This is an optimization exercise on Yosys and OpenROAD, whose aim is small area, a short achievable clock period and few clock cycles, not a production implementation. Only simulation tests tie the RTL to the original design; equivalence was not proved. Power and IR drop assume default switching activity.

==> design/flow/design.v <==
module Top(
    Clk,
    Reset,
    Data_in,
    Wr_En,
    Outputs,
    Re
    );
    input wire Clk;
    input wire Reset;
    input wire Wr_En;
    input wire [3:0] Data_in;
    output wire Outputs;
    output wire Re;
    reg       wr_q;
    reg [3:0] din_q;
    always @(posedge Clk or negedge Reset)
        if (~Reset) wr_q <= 1'b0;
        else        wr_q <= Wr_En;
    always @(posedge Clk) din_q <= Data_in;
    reg [9:0] dsel;
    always @(posedge Clk) begin : dec
        integer k;
        for (k = 0; k < 10; k = k + 1) dsel[k] <= (Data_in == k);
    end
    localparam ST_WR = 2'd0, ST_HUF = 2'd1, ST_OUT = 2'd2;
    reg [1:0] st;
    reg [8:0] wc;         
    reg [1:0] ph;         
    reg       gdone;      
    reg [3:0] hs;         
    reg [3:0] hso;        
    wire wactive = wr_q | (wc[8] & ~gdone);
    wire ins     = wactive & ph[1];
    wire first   = wr_q & (wc == 9'd0);
    wire [2:0] hin = wr_q ? din_q[3:1] : 3'd0;
    wire       lin = din_q[0];
    reg  [6:0] acc;
    reg  [1:0] lsb;
    wire [6:0] acc5 = {acc[4:0], 2'b00} + acc + {4'd0, hin};
    wire [9:0] grp  = {lsb[0], lsb[1], lin, acc5};
    always @(posedge Clk) begin
        if (wactive) begin
            if (ph == 2'd0) begin acc <= {4'd0, hin}; lsb[0] <= lin; end
            else            begin acc <= acc5;        lsb[1] <= lin; end
        end
    end
    localparam NG = 86;
    reg  [NG*10-1:0] ring;
    wire [9:0] slot0 = ring[9:0];
    always @(posedge Clk)
        ring <= {(ins ? grp : slot0), ring[NG*10-1:10]};
    reg [7:0] cnt  [0:9];
    reg  [7:0] cur;
    always @* begin : rd
        integer k;
        cur = 8'd0;
        for (k = 0; k < 10; k = k + 1) cur = cur | (cnt[k] & {8{dsel[k]}});
    end
    wire [7:0] inc = cur + 8'd1;
    reg  [9:0] cand;
    reg  [9:0] C1, C2;    
    reg  [7:0] v1, v2;    
    reg  [5:0] vacc;
    reg  [9:0] m1r, m2r;  
    reg        multi;     
    reg  [9:0] bh, bl;    
    integer i;
    always @* begin
        for (i = 0; i < 10; i = i + 1) begin
            bh[i] = |({cnt[i][1], cnt[i][3], cnt[i][5], cnt[i][7]} & hso);
            bl[i] = |({cnt[i][0], cnt[i][2], cnt[i][4], cnt[i][6]} & hso);
        end
    end
    function two;    
        input [9:0] x;
        integer k;
        reg seen;
        begin
            two = 1'b0; seen = 1'b0;
            for (k = 0; k < 10; k = k + 1) begin
                two = two | (x[k] & seen);
                seen = seen | x[k];
            end
        end
    endfunction
    wire [9:0] cand0 = hs[2] ? ~C1 : 10'h3ff;
    wire [9:0] cin   = hso[0] ? cand0 : cand;
    wire [9:0] zh    = cin & ~bh;
    wire [9:0] c1s   = (|zh) ? zh : cin;
    wire [9:0] zl    = c1s & ~bl;
    wire [9:0] ce    = (|zl) ? zl : c1s;
    wire [1:0] ve    = {~|zh, ~|zl};
    always @(posedge Clk) begin
        if (st == ST_HUF) begin
            cand <= ce;
            vacc <= {vacc[3:0], ve};
            if (hs == 4'd3) begin C1 <= ce; v1 <= {vacc, ve}; end
            if (hs == 4'd7) begin C2 <= ce; v2 <= {vacc, ve}; end
            if (hs == 4'd4) begin
                m1r   <= c1lo;
                m2r   <= lowest(c1rest);
                multi <= |c1rest;
            end
        end
    end
    function [9:0] lowest;
        input [9:0] x;
        integer k;
        reg seen;
        begin
            seen = 1'b0;
            for (k = 0; k < 10; k = k + 1) begin
                lowest[k] = x[k] & ~seen;
                seen = seen | x[k];
            end
        end
    endfunction
    function [3:0] enc;
        input [9:0] oh;
        begin
            enc[0] = oh[1] | oh[3] | oh[5] | oh[7] | oh[9];
            enc[1] = oh[2] | oh[3] | oh[6] | oh[7];
            enc[2] = oh[4] | oh[5] | oh[6] | oh[7];
            enc[3] = oh[8] | oh[9];
        end
    endfunction
    wire [9:0] c1lo   = lowest(C1);
    wire [9:0] c1rest = C1 & ~c1lo;
    wire [9:0] m1  = m1r;
    wire [9:0] m2  = multi ? m2r : lowest(C2);
    wire       multi_n = |c1rest;
    wire [7:0] v2e = multi ? v1 : v2;
    wire [3:0] m2b = enc(m2);
    wire [7:0] s   = v1 + v2e;
    wire       hufu = (st == ST_HUF) && (hs == 4'd8);
    wire       upd  = hufu && (v2e != 8'hff);
    always @(posedge Clk) begin
        for (i = 0; i < 10; i = i + 1) begin
            if (first) begin
                cnt[i]  <= 8'd0;
            end else if (st == ST_WR && wr_q && dsel[i]) begin
                cnt[i] <= inc;
            end else if (upd) begin
                if (m1[i]) cnt[i] <= 8'hff;
                else if (m2[i]) cnt[i] <= s;
            end
        end
    end
    reg  [99:0] ncr;
    reg  [3:0]  rot;
    reg         pa_v, pb_v;
    reg  [3:0]  pa_n, pb_n, pa_1, pa_2, pb_1, pb_2;
    wire [3:0]  m1b = enc(m1);
    function [9:0] apply;
        input [9:0] e;
        input [3:0] a1, a2;
        begin
            if (e[9:6] == a1)      apply = {a2, e[4:0], 1'b0};
            else if (e[9:6] == a2) apply = {e[9:6], e[4:0], 1'b1};
            else                   apply = e;
        end
    endfunction
    wire [9:0] ea = pa_v ? apply(ncr[9:0], pa_1, pa_2) : ncr[9:0];
    wire [9:0] eb = pb_v ? apply(ea, pb_1, pb_2) : ea;
    wire       ncinit = wr_q && (wc < 9'd10);
    always @(posedge Clk)
        ncr <= {(ncinit ? {rot, 6'd1} : eb), ncr[99:10]};
    wire pa_last = pa_v && (pa_n == 4'd1);
    wire pb_last = pb_v && (pb_n == 4'd1);
    always @(posedge Clk or negedge Reset) begin
        if (~Reset) begin
            rot <= 4'd0;
            pa_v <= 1'b0; pb_v <= 1'b0;
            pa_n <= 4'd0; pb_n <= 4'd0;
            pa_1 <= 4'd0; pa_2 <= 4'd0; pb_1 <= 4'd0; pb_2 <= 4'd0;
        end else begin
            rot <= (rot == 4'd9) ? 4'd0 : rot + 4'd1;
            if (!pa_v || pa_last) begin
                if (pb_v && !pb_last) begin
                    pa_v <= 1'b1; pa_n <= pb_n - 4'd1; pa_1 <= pb_1; pa_2 <= pb_2;
                    pb_v <= upd; pb_n <= 4'd10; pb_1 <= m1b; pb_2 <= m2b;
                end else begin
                    pa_v <= upd; pa_n <= 4'd10; pa_1 <= m1b; pa_2 <= m2b;
                    pb_v <= 1'b0;
                end
            end else begin
                pa_n <= pa_n - 4'd1;
                if (pb_v && !pb_last) pb_n <= pb_n - 4'd1;
                else begin
                    pb_v <= upd; pb_n <= 4'd10; pb_1 <= m1b; pb_2 <= m2b;
                end
            end
        end
    end
    reg [9:0] nonff;
    always @* for (i = 0; i < 10; i = i + 1) nonff[i] = ~&cnt[i];
    wire fewer2 = ~two(nonff);
    reg [6:0] P;         
    reg [6:0] ng;        
    reg [9:0] qh, qx;    
    reg       hv, xv, h85, x85;
    reg [1:0] hidx;
    wire       attap = (P[3:0] == 4'd0);
    reg  [9:0] tap;
    always @* begin
        case (P[6:4])
            3'd0: tap = ring[  0*10 +: 10];
            3'd1: tap = ring[ 16*10 +: 10];
            3'd2: tap = ring[ 32*10 +: 10];
            3'd3: tap = ring[ 48*10 +: 10];
            3'd4: tap = ring[ 64*10 +: 10];
            default: tap = ring[ 80*10 +: 10];
        endcase
    end
    wire [6:0] hv7 = qh[6:0];
    wire [2:0] h0  = (hv7 >= 7'd100) ? 3'd4 : (hv7 >= 7'd75) ? 3'd3 :
                     (hv7 >= 7'd50)  ? 3'd2 : (hv7 >= 7'd25) ? 3'd1 : 3'd0;
    wire [6:0] r25 = hv7 - {h0, 4'd0} - {h0, 3'd0} - {4'd0, h0};
    wire [4:0] r5  = r25[4:0];
    wire [2:0] h1  = (r5 >= 5'd20) ? 3'd4 : (r5 >= 5'd15) ? 3'd3 :
                     (r5 >= 5'd10) ? 3'd2 : (r5 >= 5'd5)  ? 3'd1 : 3'd0;
    wire [4:0] rr1  = r5 - {h1, 2'd0} - {2'd0, h1};
    wire [2:0] h2  = rr1[2:0];
    reg [3:0] hdig;
    always @* begin
        case (hidx)
            2'd0: hdig = {h0, qh[9]};
            2'd1: hdig = {h1, qh[8]};
            default: hdig = {h2, qh[7]};
        endcase
    end
    reg [3:0] nd;
    reg       ndv, nd8;
    reg [3:0] sc;        
    reg [5:0] S;
    reg       rep;
    reg       out_r, re_r;
    assign Outputs = out_r;
    assign Re      = re_r;
    wire       sempty = (S == 6'b100000);
    reg  [3:0] ndpos;
    reg        pvalid;
    wire       nready = !(pa_v && ndpos < pa_n) && !(pb_v && ndpos < pb_n);
    wire       take   = (st == ST_OUT) && nready && sempty && !rep && pvalid;
    wire       hpop   = hv && (!ndv || take) && (sc == 4'd9) && (hidx == 2'd2 || h85);
    wire       fetch  = gdone && attap && (!xv || hpop || !hv);
    wire [4:0] pd = {1'b0, nd} + 5'd9 - {1'b0, rot};
    wire [3:0] pos = (pd >= 5'd10) ? pd - 5'd10 : pd[3:0];
    always @(posedge Clk) ndpos <= pos;
    reg  [5:0] c;
    always @* begin
        c = 6'd0;
        for (i = 0; i < 10; i = i + 1) if (ndpos == i) c = ncr[10*i +: 6];
    end
    reg  [5:0] tf;
    always @* begin
        if      (c[5]) tf = {c[4:0], 1'b1};
        else if (c[4]) tf = {c[3:0], 2'b10};
        else if (c[3]) tf = {c[2:0], 3'b100};
        else if (c[2]) tf = {c[1:0], 4'b1000};
        else if (c[1]) tf = {c[0],   5'b10000};
        else           tf = 6'b100000;
    end
    always @(posedge Clk or negedge Reset) begin
        if (~Reset) begin
            st <= ST_WR; wc <= 9'd0; ph <= 2'd0; gdone <= 1'b0; hs <= 4'd0; hso <= 4'b0001;
            P <= 7'd0; ng <= 7'd0; hv <= 1'b0; xv <= 1'b0; h85 <= 1'b0; x85 <= 1'b0;
            hidx <= 2'd0; ndv <= 1'b0; nd8 <= 1'b0; sc <= 4'd0; pvalid <= 1'b0;
            S <= 6'b100000; rep <= 1'b0; out_r <= 1'b0; re_r <= 1'b0;
        end else begin
            if (wr_q) wc <= wc + 9'd1;
            if (wactive) ph <= ph[1] ? 2'd0 : ph + 2'd1;
            if (ins && !wr_q) begin
                gdone <= 1'b1;
                P  <= 7'd11;
                ng <= 7'd3;
            end
            if (wr_q && wc == 9'd255) st <= ST_HUF;
            if (st == ST_HUF) begin
                if (hs == 4'd0 && fewer2) begin
                    st <= ST_OUT;
                end else if (hs == 4'd8) begin
                    hs <= 4'd0;
                    if (v2e == 8'hff) st <= ST_OUT;
                end else if (hs == 4'd4 && multi_n) begin
                    hs  <= 4'd8;
                    hso <= 4'b0001;
                end else begin
                    hs  <= hs + 4'd1;
                    hso <= {hso[2:0], hso[3]};
                end
            end
            if (gdone) begin
                if (fetch) begin
                    P  <= (P >= 7'd84) ? P - 7'd84 : P + 7'd2;
                    ng <= (ng == 7'd85) ? 7'd0 : ng + 7'd1;
                end else
                    P  <= (P == 7'd0) ? 7'd85 : P - 7'd1;
            end
            if (hpop || !hv) begin
                if (xv) begin
                    hv <= 1'b1; h85 <= x85; hidx <= 2'd0;
                    xv <= fetch; x85 <= (ng == 7'd85);
                end else begin
                    hv <= fetch; h85 <= (ng == 7'd85); hidx <= 2'd0;
                end
            end else if (fetch) begin
                xv <= 1'b1; x85 <= (ng == 7'd85);
            end
            pvalid <= ndv && !take;
            if (!ndv || take) begin
                if (sc != 4'd9) begin
                    ndv <= 1'b1; nd8 <= (sc == 4'd8); sc <= sc + 4'd1;
                end else if (hv) begin
                    ndv <= 1'b1; nd8 <= 1'b0;
                    if (!hpop) hidx <= hidx + 2'd1;
                end else
                    ndv <= 1'b0;
            end
            if (!sempty) begin
                out_r <= S[5]; re_r <= 1'b1; S <= {S[4:0], 1'b0};
            end else if (rep) begin
                re_r <= 1'b1; rep <= 1'b0;
            end else begin
                re_r <= 1'b0;
                if (take) begin
                    S   <= tf;
                    rep <= nd8 && (tf != 6'b100000);
                end
            end
        end
    end
    always @(posedge Clk) begin
        if (hpop || !hv) begin
            if (xv) qh <= qx; else qh <= tap;
            if (xv) qx <= tap;
        end else if (fetch) qx <= tap;
        if (!ndv || take) begin
            if (sc != 4'd9) nd <= sc;
            else            nd <= hdig;
        end
    end
endmodule
==> design/flow/run.sh <==
#!/bin/bash
# synth_recipe.tcl (not shown) runs the flow's synth.tcl, then flattens the netlist and writes it again
# the make line also repeats each setting of config.mk as NAME=value (left out here)
make -C /OpenROAD-flow-scripts/flow DESIGN_CONFIG=/design/flow/config.mk WORK_HOME=/design/flow/orfs CLKGATE_MAP_FILE= SYNTH_SCRIPT=/design/flow/synth_recipe.tcl finish
==> design/flow/config.mk <==
export PLATFORM = sky130hd
export DESIGN_NAME = Top
export DESIGN_NICKNAME = Top
export VERILOG_FILES = /design/flow/design.v
export SDC_FILE = /design/flow/constraint.sdc
export NUM_CORES = 4
export LEC_CHECK = 0
export ABC_CLOCK_PERIOD_IN_PS = 3000
export CAP_MARGIN = 20
export CORE_MARGIN = 2
export CORE_UTILIZATION = 40
export CTS_BUF_LIST = sky130_fd_sc_hd__clkbuf_8
export CTS_CLUSTER_DIAMETER = 40
export CTS_CLUSTER_SIZE = 16
export SETUP_SLACK_MARGIN = 4.0
export SLEW_MARGIN = 20
==> design/flow/constraint.sdc <==
create_clock -name core_clock -period 7.0 [get_ports {Clk}]
set_input_delay 1.4000 -clock core_clock [delete_from_list [all_inputs] [get_ports {Clk}]]
set_output_delay 1.4000 -clock core_clock [all_outputs]
set_load 0.01 [all_outputs]
==> key figures, run 1 <==
Timing
  – Setup ws final: 2.755 ns
  – Fin crit share: 0.6064
  – Max Freq: 235.6 MHz
  – Sum Neg Setup Slack: 0 ns
  – Least-Margin Pin Slew: 1.084 ns
  – Slew headroom: 0.2747
  – RSZ-0062 raised after global routing: yes
  – Final setup viols: 0
  – Min Tclk post-route: 4.245 ns
  – Final Hold Viols: 0
  – Worst Skew: 0.06197 ns
  – Final count of pins violating max slew: 0

Logic synthesis
  – Register area share after synthesis: 0.7218
  – Most used DFF post-synth: dfxtp_1
  – Ys async rst share: 0.07109
  – Avg Inst Size Synth: 12.82 um2
  – Cells after Synth: 2871
  – Syn_nets: 2946
  – Top cells by area, synth: dfxtp_1 (58%), edfxtp_1 (8.6%), dfrtp_1 (5.9%), nand2_1 (2.2%), ha_1 (2.1%)
  – Post-synth EDFFs: 105
  – Yosys reg bits: 1252
  – Post-synth top area cell: dfxtp_1
  – Synthesis Warnings: 2
  – Cell variety after synth: 98
  – Post-synthesis cell area: 0.03680 mm2
  – Synth top area share: 0.5755

Clock network
  – H-tree levels: 4
  – Cts bufs inserted: 133
  – Clock tree sinks: 1252
  – Clock Pin Slew Worst Setup and Hold Paths: 0.08 ns
  – TritonCTS clock tree: done
  – Clock Latency Late Sink: 0.81 ns
  – CTS Root Cell: clkbuf_8
  – Clock Path Buffers: 3
  – Hold_buf cts: 0

Global route
  – Gr ovfl total: 0
  – Initial antenna violation count: 4
  – Global-route wire length before repair: 121900 um
  – Vias in the first global route: 21.84k
  – Tot GR Track Use: 0.1633
  – Largest net degree at the start of global routing: 76

Placed design
  – Cell Area, Placed: 0.03826 mm2
  – Port Buf Inserts: 8
  – Dpl ws: 2.604 ns
  – GP Congestion: 0.8953
  – Detailed placement HPWL: 47260 um

Setup path
  – Element type at the critical path end: flip-flop
  – Critical path origin: qh[2]$_DFFE_PN_
  – R2R cell count: 19
  – Critical path destination: nd[2]$_DFFE_PN_
  – Reg2reg end: nd[2]$_DFFE_PN_
  – Crit Path Max Fanout: 5
  – Crit. path cell count: 19
  – CP Launch Type: flip-flop
  – Worst reg-to-reg setup slack: 2.76 ns
  – Cell family with most CP delay: compound AO/OA/AOI/OAI gates
  – Slowest CP cell: edfxtp_1
  – Largest stage delay on the critical path: 0.50 ns
  – CP Cell Sequence: o311a_1, a31oi_2, and2_4, a21oi_4, fa_2, nand2_2, a21oi_4, xnor2_2, xnor2_2, buf_4, nand2_2, a21boi_2, or3_4, ha_4, inv_2, fa_2, a221oi_2, o21ai_1, o21a_1
  – Reg2Reg Launch Point: qh[2]$_DFFE_PN_
  – Crit Path Class: reg -> reg
  – Crit path required time: 7.52 ns
  – Buffers & Inverters on Critical Path: 2
  – Crit path DAT: 4.77 ns

Die
  – Die Ht: 307.3 um
  – Die area: 0.09445 mm2
  – Row count: 111
  – Core Area: 0.09139 mm2
  – Io pins: 9
  – Initial Util: 0.4027
  – Die Width: 307.3 um

Final layout
  – Post-route cell area: 0.04287 mm2
  – Share of layout cells above drive strength 1: 0.1778
  – Syn-to-layout area delta: 16.48%
  – Final net count: 3093

Routing
  – Vias per cell: 5.072
  – Drt wl/cell: 17.91 um
  – Final ANT Viol Nets: 0
  – Via count: 21.80k
  – DRT iter0 DRCs: 1732
  – # DRC: 0
  – Total wire length: 76980 um
  – Drt first pass iters: 6

Power
  – P_leak: 0.01657 uW
  – Power Dens Cells: 355.3 mW/mm2
  – Maximum vdd drop: 0.2266 mV

Hold path
  – Worst Hold Class: reg -> reg

Run status
  – Status: no timing/DRC/antenna violations

Flow run
  – Max Cap Viol: 0
## cells in the mapped netlist (all sizes together), types with 5 or more instances
cell	number
nand4	33
mux2i	36
a21o	17
a31oi	56
nor3b	10
mux2	39
clkbuf	53
o22ai	15
o221ai	8
mux4	13
inv	83
dfxtp	1058
or3	17
or2	14
xnor2	39
maj3	5
a21boi	5
o211ai	16
a22oi	80
o21ai	157
buf	47
ha	62
nand2b	23
nor2b	20
nor3	48
nand3b	5
nand3	45
fa	6
a21oi	98
xor2	24
o21a	13
nor4	18
edfxtp	105
dfrtp	87
o31ai	8
a22o	23
and2	26
and3	13
a221oi	24
nor2	143
nand2	220
## cell type report
cell class                      instances  area [um2]
Clock inverter                         82       969.7
Timing Repair Buffer                  112        1096
Fill cell                            8003       48520
Tap cell                             1186        1484
Inverter                               84       315.3
Multi-Input combinational cell       1435       10410
Antenna cell                            1       2.502
Sequential cell                      1252       26580
Clock buffer                          146        2009
## flip-flops by register name, summed over array words and instances, names as in the netlist, 9 cells and up
register  cells
C1           10
C2           10
cand         10
cnt          80
dsel         10
m1r          10
m2r           9
ncr         100
qh           10
qx           10
ring        860
wc            9
## layout by cell type (no fill, tap or decap), drive strengths merged, types with 17 or more instances in the layout
master,Yosys,routed
nand2b,23,23
nor2,143,143
and2,26,26
clkbuf,53,146
nand2,220,220
mux2i,36,36
a31oi,56,56
dfxtp,1058,1058
nand3,45,45
a221oi,24,24
clkinv,1,26
a21o,17,17
or3,17,17
mux2,39,39
ha,62,62
o21ai,157,157
nor4,18,18
xnor2,39,39
edfxtp,105,105
xor2,24,24
dfrtp,87,87
nor2b,20,20
nor3,48,48
buf,47,103
inv,83,124
a22o,23,23
a21oi,98,98
nand4,33,33
a22oi,80,80
## timing repair
action / 4_1_cts / 5_1_grt
resized for setup: 84 / 96
setup endpoints to repair: 180 / 142
pin swaps: 28 / 32
hold endpoints to repair: 0 / 0
buffers inserted: 54 / 32
gates cloned: 3 / 0
## cell families (layout without fill, tap and decap cells)
logic type      Yosys count  after routing  synth area share
compound gates          562            562            0.1015
xor+xnor                 63             63           0.01540
fa+ha+maj                73             73           0.02574
buf+inv                 184            424           0.02077
flops                  1252           1252            0.7218
mux                      88             88           0.02968
other cells               0              1                 0
simple gates            649            649           0.08516
## through the flow
step                hold slack [ns]  cells  power, uW  utilization
floorplan                    0.3096   2871       9611            -
global placement             0.3097   3980      10080       0.4187
detailed placement           0.3121   3980      10130       0.4187
CTS                          0.2985   4265      15380       0.4617
global route                 0.3052   4298      15980       0.4691
finish                       0.2962   4298      15230       0.4691
## per-layer routing
| metal | GRT usage | part of all wire |
|---|---|---|
| met4 | 0.06920 | 0.035 |
| met1 | 0.2218 | 0.45 |
| met5 | 0 | 0.00017 |
| met2 | 0.2525 | 0.45 |
| met3 | 0.03503 | 0.063 |
## how the worst min path moves through the flow
| stage | cells past startpoint | from | slack [ns] | end |
|---|---|---|---|---|
| after floorplan | 0 | ncr[26]$_DFF_P_ | 0.31 | ncr[16]$_DFF_P_ |
| after global placement | 0 | ring[191]$_DFF_P_ | 0.31 | ring[181]$_DFF_P_ |
| after detailed placement | 0 | ring[246]$_DFF_P_ | 0.31 | ring[236]$_DFF_P_ |
| after CTS | 0 | ring[552]$_DFF_P_ | 0.30 | ring[542]$_DFF_P_ |
| after global routing | 0 | ring[246]$_DFF_P_ | 0.31 | ring[236]$_DFF_P_ |
| final | 0 | ring[552]$_DFF_P_ | 0.30 | ring[542]$_DFF_P_ |
## power by group
| group | switching [uW] | total, uW | internal (uW) |
|---|---|---|---|
| combinational | 867 | 1520 | 650 |
| sequential | 434 | 8610 | 8180 |
| clock | 2640 | 5100 | 2460 |
| total | 3940 | 15200 | 11300 |
Testbench counts, summed over its fixed seeds: cycles 11,446.
==> run 2, diff against run 1 <==
--- a/design/flow/config.mk
+++ b/design/flow/config.mk
@@ -10,7 +10,4 @@
 export CORE_MARGIN = 2
 export CORE_UTILIZATION = 40
-export CTS_BUF_LIST = sky130_fd_sc_hd__clkbuf_8
-export CTS_CLUSTER_DIAMETER = 40
-export CTS_CLUSTER_SIZE = 16
 export SETUP_SLACK_MARGIN = 4.0
 export SLEW_MARGIN = 20
==> key figures, run 2 <==
Setup path
  – Worst reg-to-reg setup slack: 2.69 ns
  – CP Launch Type: flip-flop
  – Crit path DAT: 4.71 ns
  – Reg2reg end: nd[2]$_DFFE_PN_
  – Element type at the critical path end: flip-flop
  – Crit Path Class: reg -> reg
  – Crit path required time: 7.40 ns
  – R2R cell count: 20
  – Reg2Reg Launch Point: qh[2]$_DFFE_PN_
  – Crit Path Max Fanout: 4

Flow run
  – Max Cap Viol: 0

Global route
  – Initial antenna violation count: 2
  – Vias in the first global route: 21.79k
  – Gr ovfl total: 0
  – Global route hottest layer: met2
  – Global-route wire length before repair: 122900 um
  – Met2 usage: 0.2592
  – Grt met1 use: 0.2244
  – Tot GR Track Use: 0.1636
  – Met3 usage: 0.03214
  – Largest net degree at the start of global routing: 76

Clock network
  – Clock Pin Slew Worst Setup and Hold Paths: 0.06 ns
  – H-tree levels: 3
  – CTS Root Cell: clkbuf_16
  – Cts bufs inserted: 116
  – Clock Latency Late Sink: 0.70 ns
  – Clock tree sinks: 1252
  – TritonCTS clock tree: done
  – Clock Path Buffers: 3
  – Hold_buf cts: 0

Timing
  – Final count of pins violating max slew: 0
  – Final Hold Viols: 0
  – Worst Skew: 0.05591 ns
  – Max Freq: 232.0 MHz
  – Setup ws final: 2.689 ns
  – Slew headroom: 0.2554
  – Fin crit share: 0.6158
  – Final setup viols: 0
  – RSZ-0062 raised after global routing: yes
  – Sum Neg Setup Slack: 0 ns
  – Min Tclk post-route: 4.311 ns
  – Least-Margin Pin Slew: 1.113 ns

Routing
  – Final ANT Viol Nets: 0
  – Via count: 21.69k
  – Drt wl/cell: 18.08 um
  – # DRC: 0
  – Drt first pass iters: 8
  – Total wire length: 77490 um
  – DRT iter0 DRCs: 1697
  – Vias per cell: 5.060

Logic synthesis
  – Most numerous cell in the Yosys netlist: dfxtp_1
  – Largest family of logic cells by synthesized area: compound AO/OA/AOI/OAI gates
  – Cell variety after synth: 98
  – Top cells by area, synth: dfxtp_1 (58%), edfxtp_1 (8.6%), dfrtp_1 (5.9%), nand2_1 (2.2%), ha_1 (2.1%)
  – Ys async rst share: 0.07109
  – Adder-Cell Fraction of Synth Area: 0.02574
  – Post-synth EDFFs: 105
  – Synthesis Warnings: 2
  – Syn_nets: 2946
  – Cells after Synth: 2871
  – Synth Area in XOR/XNOR: 0.01540
  – Top post-synthesis cells by count: dfxtp_1 (1058), nand2_1 (218), o21ai_0 (148), nor2_1 (143), edfxtp_1 (105)
  – Post-synth top area cell: dfxtp_1
  – Synth top area share: 0.5755
  – Post-synthesis cell area: 0.03680 mm2
  – Post-synthesis compound-gate area fraction: 0.1015
  – Register area share after synthesis: 0.7218
  – Yosys reg bits: 1252
  – Most used DFF post-synth: dfxtp_1
  – Avg Inst Size Synth: 12.82 um2
  – Multiplexer share of the synthesized area: 0.02968
  – Simple-gate area share of the yosys netlist: 0.08516

Final layout
  – Commonest non-fill, non-tap cell in the layout: dfxtp_1
  – Share of layout cells above drive strength 1: 0.1700
  – Final net count: 3077
  – Biggest regs: ring: 860 flops, ncr: 100 flops, cnt: 80 flops
  – Post-route cell area: 0.04394 mm2
  – Top reg by flops: ring
  – # diodes: 0
  – Most frequent cells in the layout: dfxtp_1 (1054), nand2_1 (200), o21ai_0 (134)
  – Max FFs per register: 860
  – Syn-to-layout area delta: 19.39%
  – Final Non-Filler Cells: 4286

Hold path
  – Worst hold path depth: 0
  – WHS Endpoint: ring[196]$_DFF_P_
  – Min-delay src: ring[206]$_DFF_P_
  – Worst Hold Class: reg -> reg

Placed design
  – Placed cells: 3980
  – Cell Area, Placed: 0.03826 mm2
  – Dpl ws: 2.604 ns
  – GP Congestion: 0.8953
  – Port Buf Inserts: 8
  – Detailed placement HPWL: 47260 um

Die
  – Core Area: 0.09139 mm2
  – Die Width: 307.3 um
  – Die Ht: 307.3 um
  – Die area: 0.09445 mm2
  – Initial Util: 0.4027
  – Io pins: 9
  – Row count: 111

Power
  – P_leak: 0.01701 uW
  – Power Dens Cells: 379.4 mW/mm2
  – Maximum vdd drop: 0.2571 mV

Run status
  – Status: no timing/DRC/antenna violations
-- run 2: cell types whose count changed in the layout (fill, tap and decap cells not counted), sizes merged --
| cell | delta |
|---|---|
| clkinvlp | +5 |
| diode | -1 |
| clkbuf | +18 |
| clkinv | +3 |
| inv | -37 |
-- run 2: layout make-up --
type,instances,area [um2]
clock buffer,163,3396
multi-input combinational,1435,10400
tap,1186,1484
inverter,84,315.3
clock inverter,53,700.7
fill,7867,47450
sequential,1252,26580
timing repair buffer,113,1067
-- run 2: how the worst max path moves through the flow --
stage / startpoint / end / slack (ns) / cells after the start
CTS: qh[2]$_DFFE_PN_ / nd[2]$_DFFE_PN_ / 2.79 / 19
global route: qh[2]$_DFFE_PN_ / nd[2]$_DFFE_PN_ / 2.52 / 21
finish: qh[2]$_DFFE_PN_ / nd[2]$_DFFE_PN_ / 2.69 / 20
floorplan: qh[1]$_DFFE_PN_ / nd[2]$_DFFE_PN_ / 2.92 / 18
global placement: qh[1]$_DFFE_PN_ / nd[2]$_DFFE_PN_ / 2.67 / 18
detailed placement: qh[1]$_DFFE_PN_ / nd[2]$_DFFE_PN_ / 2.60 / 18
-- run 2: cells by family (layout without fill, tap and decap cells) --
logic type,count (synthesis),after routing
AOI/OAI and AO/OA,562,562
xor gates and xnor gates,63,63
adders and majority gates,73,73
buffers and inverters,184,413
DFF,1252,1252
muxes,88,88
and+or+nand+nor,649,649
-- run 2: stage by stage --
step | util | total power [uW] | hold WS, ns
after global routing | 0.4808 | 17400 | 0.2889
after floorplan | - | 9611 | 0.3096
after global placement | 0.4187 | 10080 | 0.3097
after CTS | 0.4729 | 16780 | 0.2809
after detailed placement | 0.4187 | 10130 | 0.3121
final | 0.4808 | 16670 | 0.2804
-- run 2: report_power, final --
| group | switching, uW | internal [uW] | total [uW] |
|---|---|---|---|
| Clock | 2700 | 3820 | 6520 |
| Combinational | 872 | 657 | 1530 |
| Sequential | 436 | 8190 | 8620 |
-- run 2: metal layers --
metal  vias to the layer above  wire length, um
li1                      10300                -
met1                     10560            35710
met2                       652            35010
met3                       180             4335
met4                         2             2426
met5                         -               13
-- run 2: what timing repair did --
item                                    4_1_cts  5_1_grt
gates cloned                                  3        1
setup buffers                                47       39
gates resized for setup                      74       95
pin swaps                                    23       35
endpoints found under the setup margin      176      141
hold endpoints to repair                      0        0
-- run 2: worst max-delay path, cell delays in order (launching register included) --
cell	delay (ns)
edfxtp_1	0.43
buf_6	0.15
a211oi_2	0.34
a31oi_4	0.13
buf_4	0.15
a21oi_2	0.17
a21oi_4	0.06
fa_2	0.35
nand2_2	0.09
a21oi_4	0.06
xnor2_2	0.22
xnor2_2	0.17
or3_1	0.18
a21boi_2	0.07
or3_4	0.40
ha_4	0.16
inv_2	0.05
fa_2	0.44
a221oi_2	0.24
o21ai_1	0.09
o21a_1	0.11

-- what the ideal ports hide --
The results above use ideal ports. As a check the final layouts listed here were re-extracted and re-timed, cells and wires unchanged. Step 1 (the two cells are an assumption about what drives the block):
set clk [get_ports {Clk}]
set_driving_cell -lib_cell sky130_fd_sc_hd__clkbuf_16 $clk
set_driving_cell -lib_cell sky130_fd_sc_hd__buf_2 [delete_from_list [all_inputs] $clk]
Step 2 moves the port delays by t, midway between the first and last clock arrival at a register: inputs arrive t later, outputs are due t later. That takes back most of the time a late clock gives input paths. Slacks: no drivers / after step 1 / after step 2; pairs: no drivers / after step 1.
run	t, ns	setup slack, ns	worst hold slack (ns)
run 1	0.837	2.755 / 2.755 / 2.755	0.296 / 0.296 / 0.296
run 2	0.732	2.689 / 2.689 / 2.689	0.280 / 0.280 / 0.280
After both steps every run listed still meets setup and hold.
